This design comes from an exercise in tuning for small area on the open sky130 flow, not from production work.
In this exercise RTL edits were held to simulation tests only and were not proved equivalent to the original.

<file path="config.mk">
export PLATFORM = sky130hd
export DESIGN_NAME = calculator
export DESIGN_NICKNAME = calculator
export VERILOG_FILES = /design/flow/design.v
export SDC_FILE = /design/flow/constraint.sdc
export NUM_CORES = 4
export LEC_CHECK = 0
export CAP_MARGIN = 20
export CORE_MARGIN = 2
export CORE_UTILIZATION = 40
export SLEW_MARGIN = 20
</file>
<file path="design.v">
module hex_to_7seg (
    input  wire [3:0] hex,
    output reg  [6:0] seg
);
    always @* begin
        case(hex)
            4'h0: seg = 7'b1111110;
            4'h1: seg = 7'b0110000;
            4'h2: seg = 7'b1101101;
            4'h3: seg = 7'b1111001;
            4'h4: seg = 7'b0110011;
            4'h5: seg = 7'b1011011;
            4'h6: seg = 7'b1011111;
            4'h7: seg = 7'b1110000;
            4'h8: seg = 7'b1111111;
            4'h9: seg = 7'b1111011;
            4'hA: seg = 7'b1110111;
            4'hB: seg = 7'b0011111;
            4'hC: seg = 7'b1001110;
            4'hD: seg = 7'b0111101;
            4'hE: seg = 7'b1001111;
            4'hF: seg = 7'b1000111;
            default: seg = 7'b0000001;
        endcase
    end
endmodule
module seven_segment_driver (
    input  wire        clk,        
    input  wire        tick,       
    input  wire        resetn,     
    input  wire [31:0] value,      
    input  wire [7:0]  dp_mask,    
    output reg  [7:0]  an,         
    output reg  [6:0]  seg,        
    output reg         dp          
);
    reg [2:0] digit;
    wire [3:0] nibble = (digit==3'd0) ? value[3:0]   :
                        (digit==3'd1) ? value[7:4]   :
                        (digit==3'd2) ? value[11:8]  :
                        (digit==3'd3) ? value[15:12] :
                        (digit==3'd4) ? value[19:16] :
                        (digit==3'd5) ? value[23:20] :
                        (digit==3'd6) ? value[27:24] :
                                        value[31:28];
    wire [6:0] seg_raw;
    hex_to_7seg u_hex(.hex(nibble), .seg(seg_raw));
    always @(posedge clk or negedge resetn) begin
        if (!resetn) begin
            digit <= 3'd0;
        end else if (tick) begin
            digit <= digit + 3'd1;
        end
    end
    always @* begin
        an = 8'b1111_1111;
        an[digit] = 1'b0;
        seg = seg_raw;
        dp  = dp_mask[digit];
    end
endmodule
module clock_divider #(
    parameter integer N = 16
) (
    input  wire clk_in,
    input  wire resetn,         
    output wire tick
);
    reg [N-1:0] cnt;
    always @(posedge clk_in or negedge resetn) begin
        if (!resetn)
            cnt <= {N{1'b0}};
        else
            cnt <= cnt + 1'b1;
    end
    assign tick = (cnt == {1'b0, {(N-1){1'b1}}});
endmodule
module alu8 (
    input  wire [7:0] a,
    input  wire [7:0] b,
    input  wire [2:0] op,
    output reg  [15:0] y,
    output reg        div_by_zero
);
    always @* begin
        div_by_zero = 1'b0;
        case (op)
            3'b000: y = a + b;                
            3'b001: y = a - b;                
            3'b010: y = a * b;                
            3'b011: begin                     
                if (b == 8'd0) begin
                    y = 16'h0000;
                    div_by_zero = 1'b1;
                end else begin
                    y = {8'd0, (a / b)};
                end
            end
            default: y = 16'h0000;
        endcase
    end
endmodule
module fsm_controller (
    input  wire       clk,
    input  wire       resetn,      
    input  wire [15:0] sw,
    input  wire       btnU, btnD, btnL, btnR, btnC,
    output reg  [7:0] A,
    output reg  [7:0] B,
    output reg  [2:0] op,
    output reg        do_compute,  
    output reg  [1:0] state_dbg    
);
    localparam S_IDLE = 2'd0;
    localparam S_OP   = 2'd1;
    localparam S_GO   = 2'd2;
    reg btnC_d, btnC_q;
    wire btnC_rise;
    always @(posedge clk or negedge resetn) begin
        if (!resetn) begin
            btnC_q <= 1'b0;
            btnC_d <= 1'b0;
        end else begin
            btnC_q <= btnC_d;
            btnC_d <= btnC;
        end
    end
    assign btnC_rise = (btnC_d & ~btnC_q);
    function [2:0] op_from_buttons;
        input U,D,L,R;
        begin
            if (U) op_from_buttons = 3'b000;        
            else if (D) op_from_buttons = 3'b001;   
            else if (L) op_from_buttons = 3'b010;   
            else if (R) op_from_buttons = 3'b011;   
            else op_from_buttons = 3'b000;
        end
    endfunction
    reg [1:0] state, nstate;
    always @(posedge clk or negedge resetn) begin
        if (!resetn) begin
            state <= S_IDLE;
            A <= 8'd0;
            B <= 8'd0;
            op <= 3'b000;
        end else begin
            state <= nstate;
            if (state == S_IDLE) begin
                A <= sw[7:0];
                B <= sw[15:8];
            end
            if (state == S_OP) begin
                op <= op_from_buttons(btnU, btnD, btnL, btnR);
            end
        end
    end
    always @* begin
        nstate = state;
        do_compute = 1'b0;
        case (state)
            S_IDLE: begin
                if (btnU | btnD | btnL | btnR)
                    nstate = S_OP;
            end
            S_OP: begin
                if (btnC) nstate = S_GO;    
            end
            S_GO: begin
                do_compute = 1'b1;          
                nstate = S_IDLE;
            end
        endcase
    end
    always @* begin
        case(state)
            S_IDLE: state_dbg = 2'b00;
            S_OP:   state_dbg = 2'b01;
            S_GO:   state_dbg = 2'b10;
            default:state_dbg = 2'b11;
        endcase
    end
endmodule
module calculator (
    input  wire        CLK100MHZ,
    input  wire        CPU_RESETN,
    input  wire [15:0] sw,
    input  wire        btnC, btnU, btnL, btnR, btnD,
    output wire [15:0] led,
    output wire [7:0]  an,
    output wire [6:0]  seg,
    output wire        dp
);
    wire resetn = CPU_RESETN;
    wire disp_tick;
    clock_divider #(.N(4)) u_div (.clk_in(CLK100MHZ), .resetn(resetn), .tick(disp_tick));
    wire [7:0] A, B;
    wire [2:0] op;
    wire       do_compute;
    wire [1:0] state_dbg;
    fsm_controller u_fsm (
        .clk(CLK100MHZ), .resetn(resetn),
        .sw(sw), .btnU(btnU), .btnD(btnD), .btnL(btnL), .btnR(btnR), .btnC(btnC),
        .A(A), .B(B), .op(op), .do_compute(do_compute), .state_dbg(state_dbg)
    );
    wire [15:0] y;
    wire div0;
    alu8 u_alu (.a(A), .b(B), .op(op), .y(y), .div_by_zero(div0));
    reg [15:0] result;
    always @(posedge CLK100MHZ or negedge resetn) begin
        if (!resetn) result <= 16'h0000;
        else if (do_compute) result <= (div0 ? 16'hdEAd : y);
    end
    wire [31:0] disp_value = {16'h0000, result};
    wire [7:0]  dp_mask    = 8'b0000_0000;
    seven_segment_driver u_disp (
        .clk(CLK100MHZ), .tick(disp_tick), .resetn(resetn),
        .value(disp_value), .dp_mask(dp_mask),
        .an(an), .seg(seg), .dp(dp)
    );
    assign led[7:0]   = A;
    assign led[15:8]  = B;
endmodule
</file>
<file path="run.sh">
#!/bin/bash
# synth_recipe.tcl (not shown) runs the flow's synth.tcl, then flattens the netlist and writes it again
# the make line also repeats each setting of config.mk as NAME=value (left out here)
make -C /OpenROAD-flow-scripts/flow DESIGN_CONFIG=/design/flow/config.mk WORK_HOME=/design/flow/orfs CLKGATE_MAP_FILE= SYNTH_SCRIPT=/design/flow/synth_recipe.tcl finish
</file>
<file path="constraint.sdc">
create_clock -name core_clock -period 10.0 [get_ports {CLK100MHZ}]
set_input_delay 2.0000 -clock core_clock [delete_from_list [all_inputs] [get_ports {CLK100MHZ}]]
set_output_delay 2.0000 -clock core_clock [all_outputs]
set_load 0.01 [all_outputs]
</file>
==> Implementation_results.wiki <==
{| class="wikitable"
! Metric !! Value
|-
| Result of the run || no timing/DRC/antenna violations
|-
| Hold violation count in the final report || 0
|-
| Crit Reg-Reg Startpoint || u_fsm.B[5]
|-
| Core area || between 15000 and 20000 um^2
|-
| Aggregate negative setup slack || 0 ns
|-
| CP startpoint kind || flip-flop
|-
| IO Count || 55
|-
| Async set-or-reset flop fraction in the synthesized netlist || 1.00
|-
| Worst setup startpoint || u_fsm.B[5]
|-
| Fraction of synthesized cell area taken by the top area cell type || 0.208
|-
| Commonest cells post-synth || ha_1, inv_1, nand2_1, nor2_1, a21oi_1
|-
| Worst hold-check path type || flip-flop to flip-flop
|-
| Clock-pin slew reported for the worst setup and hold paths after clock tree synthesis || 0.07 ns
|-
| Hold Crit Start || u_div.cnt[0]
|-
| Antenna fix cells || 0
|-
| Count of flip-flops with a built-in enable after synthesis || 0
|-
| Weighted congestion at the end of routability-driven global placement || 0.867
|-
| Post-Syn Area per Cell || 8.12 um^2
|-
| Total of fill cells in the finished design || 1679
|-
| Multi-input gate area || 5210 um^2
|-
| Utilization of the core after routing || 0.479
|-
| Critical path's slowest cell || dfrtp_1
|-
| Initial Utilization || 0.405
|-
| Site row count || 47
|-
| Ratio of cells with drive above 1 in the final layout || 0.105
|-
| TritonCTS clock tree || done
|-
| Maximum number of buffers from clock root to sink || 2
|-
| Worst Setup Slack, final || 0.537 ns
|-
| Max Freq || ~110 MHz
|-
| Leading register cell type out of synthesis || dfrtp_1
|-
| Number of buffers added by the clock tree synthesis step || 5
|-
| Clock skew || 0.0143 ns
|-
| Nets || 1049
|-
| Total of flip-flops plus latches after synthesis || 43
|-
| Mapped cell area || around 6600 um^2
|-
| Nets in the synthesized netlist || 986
|-
| Biggest cell delay along the critical path || 0.39 ns
|-
| Critical setup path kind || flip-flop to flip-flop
|-
| Sequential fraction of the synthesis area || 0.163
|-
| Die Outline Area || approximately 18000 um^2
|-
| Final critical path time including I/O delays and setup || 9.46 ns
|-
| Skew-Pair Late Insertion Delay || 0.31 ns
|-
| Arr. time, crit path || 9.61 ns
|-
| Worst slack at placement || -0.289 ns
|-
| Root buffer cell || clkbuf_16
|-
| Port Buffer Count || 53
|-
| Synthesis Warnings || 6
|-
| CTS H-Tree Depth || 2
|-
| Vertical extent of the die || 133 um
|-
| Pin count of the biggest net entering global routing || 44
|-
| DRC errors left || 0
|-
| First-pass GRT wire length || approximately 30 mm
|-
| Vias in the first global route || 5779
|-
| Most frequent cell after synthesis || ha_1
|-
| Final-report max-slew violation count || 0
|-
| Routed Wire Length || 18.2 mm
|-
| Length of the first detailed-routing pass in iterations || 5
|-
| Period utilisation layout || 0.946
|-
| Post-route ant nets || 0
|-
| Max-capacitance violation count || 0
|-
| Worst EP required || about 10 ns
|-
| Detailed-route wire length per cell || 16.6 um
|-
| Top cells by area, synth || ha_1, dfrtp_1, fa_1
|-
| Peak fanout along the critical path || 7
|-
| Total routing usage reported by global routing || 0.211
|-
| Storage cell area || 1080 um^2
|-
| Worst max-slew margin expressed relative to the limit || 0.513
|-
| Number of instances in the synthesized netlist || 815
|-
| Synth unique cells || 63
|-
| Area Overhead vs Synth || 18.5%
|-
| Initial detailed-routing violation count || 362
|-
| Antenna violations before repair || 0
|-
| Most area-hungry cell type in the Yosys netlist || ha_1
|-
| Most Frequent Cell on Critical Path || ha_1
|-
| Count of endpoints failing setup in the final report || 0
|-
| Hold-fix buffers, CTS || 0
|-
| Worst Max-Slew Pin Slew || 0.730 ns
|-
| Number of clock sinks || 43
|-
| Die width || about 130 um
|-
| Estimated wirelength of the detail-placed design || 13.9 mm
|-
| Endpoint kind of the worst setup timing path || flip-flop
|-
| Via count normalized by instance count || between 5 and 6
|-
| Routed vias || 5831
|-
| Gr ovfl total || 0
|}
cells by family (layout without fill, tap and decap cells):
group	after synthesis	after routing	share of synthesized area
compound gates	199	199	0.195
xor+xnor	27	27	0.0358
fa+ha+maj	148	148	0.323
buf+inv	126	190	0.0736
flops	43	43	0.163
mux	22	22	0.0386
other cells	1	1	0.000567
simple gates	249	249	0.171
sequential cells by signal (all words and copies together) (netlist names):
name          flops
u_fsm.B           8
u_fsm.state       2
result           16
u_fsm.op          2
u_fsm.A           8
u_disp.digit      3
u_div.cnt         4
worst max-delay path: cells and delay by family, from the launching register on:
kind,cells,cell delay [ns]
AOI/OAI and AO/OA,27,4.81
adders and majority gates,7,2.09
buffers and inverters,3,0.41
DFF,1,0.39
muxes,2,0.65
and+or+nand+nor,7,0.92
through the flow:
stage | instance area [um^2] | hold WS (ns) | instances
final | 7840 | 0.447 | 1099
after global routing | 7840 | 0.479 | 1099
after CTS | 7630 | 0.455 | 1091
after detailed placement | 7450 | 0.444 | 1081
after global placement | 7450 | 0.443 | 1081
after floorplan | 6610 | 0.422 | 815
placed cells by master, fill, tap and decap left out, types with 10 or more instances in the layout:
cell type,instances
ha_1,108
inv_1,96
nand2_1,82
nor2_1,80
clkdlybuf4s50_1,52
a21oi_1,50
o21ai_0,47
dfrtp_1,43
fa_1,38
buf_4,31
nor3_1,17
xnor2_1,17
o21a_1,13
and2_1,13
nand2b_1,11
mux2_2,11
xor2_1,10
metal layers:
metal | vias up | GRT usage | share of wire
li1 | 2912 | - | -
met1 | 2779 | 0.281 | 0.47
met2 | 127 | 0.366 | 0.48
met3 | 13 | 0.0272 | 0.038
met4 | 0 | 0.0490 | 0.013
met5 | - | 0 | 0
worst paths after layout:
kind                                end  slack (ns)  cells past startpoint
setup reg to reg              result[0]        0.54                     46
setup / recovery              result[0]        0.54                     46
min in group asynchronous    u_fsm.A[0]        1.71                      1
hold reg to reg            u_div.cnt[0]        0.45                      1
max in group asynchronous     result[9]        7.88                      1
hold / removal             u_div.cnt[0]        0.45                      1
cell type report:
class / count / area share
clock inverters: 2 / 0.00160
repair buffers: 84 / 0.0980
inverters: 98 / 0.0469
well taps: 220 / 0.0351
clock buffers: 6 / 0.0164
multi-input cells: 646 / 0.665
flip-flops and latches: 43 / 0.137
repair_timing:
action                                  4_1_cts  5_1_grt
gates resized for setup                       4       28
pin swaps                                     2       10
setup buffers                                 2        7
endpoints found under the setup margin        1        1

==> afterwards: timing with drivers on the ports <==
How much do the figures lean on ideal ports? The routed layout below was timed once more, with nothing changed but the port constraints. Step 1 sets driving cells, clkbuf_16 on the clock port and buf_2 on the other inputs (assumed; they add their load-dependent delay and slew). Step 2, shift: input delay + t, output delay - t, t = (earliest + latest rising clock arrival at the registers) / 2. This alone moves slack from input paths to output paths. Three values: no drivers, after step 1, after step 2; two values: the first two.
t, ns: 0.339
slack for setup (ns): 0.537 / 0.537 / 0.537
hold slack, ns: 0.447 / 0.447 / 0.447
latest minus earliest clock arrival (ns): 0.015 / 0.014
worst register clock-pin slew, ns: 0.07 / 0.07
After both steps setup and hold are still met in this run. For this run, drivers alone change the setup slack by 0.000 ns; drivers and shift together by 0.000 ns.
